Context: an optimization exercise on an open-source flow, tuned for small area, a short achievable clock period and few clock cycles per item. The choices shown serve that exercise and are no tape-out recipe.
Function was checked by simulation only, so behaviour that the tests miss may differ from the original.

## the reference run
==> flow/design.v (excerpt) <==
module ntt_core #(
    parameter WIDTH = 24
)(
    input  wire          clk,
    input  wire          rst_n,
    input  wire          start,
    output reg           done,
    output reg  [7:0]    ram_addr_a,
    output reg           ram_we_a,
    output wire [WIDTH-1:0] ram_wdata_a,
    input  wire [WIDTH-1:0] ram_rdata_a,
    output reg  [7:0]    ram_addr_b,
    output reg           ram_we_b,
    output wire [WIDTH-1:0] ram_wdata_b,
    input  wire [WIDTH-1:0] ram_rdata_b
);
==> flow/config.mk <==
export PLATFORM = sky130hd
export DESIGN_NAME = ntt_core
export DESIGN_NICKNAME = ntt_core
export VERILOG_FILES = /design/flow/design.v
export SDC_FILE = /design/flow/constraint.sdc
export NUM_CORES = 4
export LEC_CHECK = 0
export CAP_MARGIN = 20
export CORE_MARGIN = 2
export CORE_UTILIZATION = 40
export PLACE_DENSITY = 0.6
export SLEW_MARGIN = 20
export TNS_END_PERCENT = 10
==> flow/constraint.sdc <==
create_clock -name core_clock -period 10.0 [get_ports {clk}]
set_input_delay 2.0000 -clock core_clock [delete_from_list [all_inputs] [get_ports {clk}]]
set_output_delay 2.0000 -clock core_clock [all_outputs]
set_load 0.01 [all_outputs]
standard.sh (not shown) runs the stock make flow with config.mk's settings and CLKGATE_MAP_FILE= SYNTH_SCRIPT=/design/flow/synth_recipe.tcl, a recipe that flattens the netlist after the stock synthesis.
==> flow/flow/run.sh <==
#!/bin/bash
# The standard layout (the standard.sh: standard synthesis, floorplan, place,
# CTS, route, finish), with the repair steps aiming at a setup slack margin of
# 6.5 ns instead of 0, so that they also work on paths shorter than the clock
# period. The constraints (constraint.sdc) are unchanged.
set -euo pipefail
bash standard.sh SETUP_SLACK_MARGIN=6.5 finish > standard.log 2>&1
Testbench counts of the reference run, summed over its fixed seeds: cycles 24,912, transforms 24.
### the reference run -> the trial run
Settings: removing TNS_END_PERCENT (formerly 10).
Findings:
Die area came out exactly the same in the reference run and the trial run.
In the trial run, final cell count is higher than in the reference run.
A highest-delay cell along the critical path of sky130_fd_sc_hd__dfxtp_2 is what the reference run shows, while sky130_fd_sc_hd__nand2_1 belongs to the trial run.
Compared with the reference run, in the trial run worst stage delay on the critical path lower, multi-input combinational cell area picked up an extra 0.0022 mm^2, required time at the endpoint of the critical path went up.

========
red:
Another version of the RTL of ntt_core (not shown whole).
For scale: ~120 I/O pins, ~45,000 um^2 of cells after synthesis.
Settings: LEC_CHECK=0, CAP_MARGIN=20, CORE_MARGIN=2, CORE_UTILIZATION=40, CTS_BUF_LIST=sky130_fd_sc_hd__clkbuf_8, PLACE_DENSITY=0.6, SLEW_MARGIN=20, TNS_END_PERCENT=10; clock period 10.0 ns.
==> flow/flow/run.sh <==
#!/bin/bash
# The standard layout (the standard.sh: standard synthesis, floorplan, place,
# CTS, route, finish) with two changes to how it is made:
#  - the repair steps aim at a setup slack margin of 6.5 ns instead of 0, so that
#    they also work on paths shorter than the clock period;
#  - the port buffers that the standard flow inserts are buf_2 cells.
# The constraints (constraint.sdc) are unchanged.
set -euo pipefail
bash standard.sh SETUP_SLACK_MARGIN=6.5 "BUFFER_PORTS_ARGS=-buffer_cell sky130_fd_sc_hd__buf_2" finish > standard.log 2>&1
Testbench counts of red, summed over its fixed seeds: cycles 25,008, transforms 24.
## Diff of input files: blue against red
Settings: CTS_BUF_LIST: sky130_fd_sc_hd__clkbuf_8 -> sky130_fd_sc_hd__clkbuf_16; CTS_CLUSTER_DIAMETER: unset -> 120; CTS_CLUSTER_SIZE: unset -> 20.
==> flow/flow/run.sh <==
#!/bin/bash
# The standard layout (the standard.sh: standard synthesis, floorplan, place,
# CTS, route, finish) with two changes to how it is made:
#  - the repair steps aim at a setup slack margin of 6.8 ns instead of 0, so that
#    they also work on paths shorter than the clock period;
#  - the port buffers that the standard flow inserts are buf_2 cells.
# The constraints (constraint.sdc) are unchanged.
set -euo pipefail
bash standard.sh SETUP_SLACK_MARGIN=6.8 "BUFFER_PORTS_ARGS=-buffer_cell sky130_fd_sc_hd__buf_2" finish > standard.log 2>&1
## What came out
blue vs red — wire length of the first global-routing pass rose 1200 um.
[diff] register-to-register setup slack, blue relative to red: improvement
blue: non-clock buffering overhead in the final layout is 1.1 points higher than what red reported.
Compared with red, in blue met3 routing resource usage after global routing -0.90 points; weighted congestion reported at the end of routability-driven placement -about 0.9%; clock-buffer cell count -79.
blue vs red, global-route usage went up by 0.29 points.
Re synthesis-to-finish area growth: blue is 0.40 points up on red.
In blue relative to red, maximum clock frequency had gone up by a little under 10%.
[blue vs red] final worst slack: higher in blue
In the reports for blue and red, the larger met2 usage belongs to blue.
Changes in green relative to blue:
Settings: CTS_CLUSTER_SIZE removed (was 20); CTS_BUF_LIST changed from sky130_fd_sc_hd__clkbuf_16 to sky130_fd_sc_hd__clkbuf_8; CTS_CLUSTER_DIAMETER removed (was 120).
==> flow/flow/run.sh <==
#!/bin/bash
# The standard layout (the standard.sh: standard synthesis, floorplan, place,
# CTS, route, finish) with two changes to how it is made:
#  - the repair steps aim at a setup slack margin of 7.1 ns instead of 0, so that
#    they also work on paths shorter than the clock period;
#  - the port buffers that the standard flow inserts are buf_2 cells.
# The constraints (constraint.sdc) are unchanged.
set -euo pipefail
bash standard.sh SETUP_SLACK_MARGIN=7.1 "BUFFER_PORTS_ARGS=-buffer_cell sky130_fd_sc_hd__buf_2" finish > standard.log 2>&1
Results
green went all the way through synthesis, placement and routing and the layout is clean on timing, DRC and antenna. Final setup slack of the worst path ends up higher on blue. Taking blue as the reference, in green final number of hold-violating endpoints has remained practically unchanged; core utilization rose 2.1 points; antenna diode count increased 1.

-- afterwards: timing with drivers on the ports --
In the flow no input, the clock included, has a driving cell. The finished layouts below were timed again as built, in two steps. Step 1 (the two cells are an assumption about what drives the block):
set clk [get_ports {clk}]
set_driving_cell -lib_cell sky130_fd_sc_hd__clkbuf_16 $clk
set_driving_cell -lib_cell sky130_fd_sc_hd__buf_2 [delete_from_list [all_inputs] $clk]
Step 2 also shifts input and output timing later by t, the mid clock arrival at the registers, as if the neighbouring blocks saw the same clock. Slacks: no drivers / after step 1 / after step 2; pairs: no drivers / after step 1.
| run | t (ns) | slack for setup (ns) | hold WS [ns] | worst setup path after step 2 | latest minus earliest clock arrival (ns) |
|---|---|---|---|---|---|
| the reference run | 0.731 | 6.144 / 6.144 / 6.144 | 0.393 / 0.393 / 0.393 | register to register | 0.052 / 0.052 |
| the trial run | 0.718 | 6.220 / 6.220 / 6.220 | 0.409 / 0.409 / 0.409 | register to register | 0.041 / 0.041 |
| red | 0.810 | 6.312 / 6.312 / 6.312 | 0.363 / 0.363 / 0.363 | register to register | 0.092 / 0.092 |
| blue | 0.673 | 6.554 / 6.554 / 6.554 | 0.379 / 0.379 / 0.379 | register to register | 0.052 / 0.051 |
| green | 0.794 | 6.546 / 6.546 / 6.546 | 0.380 / 0.380 / 0.380 | register to register | 0.057 / 0.058 |
After both steps setup and hold are still met in every run listed.
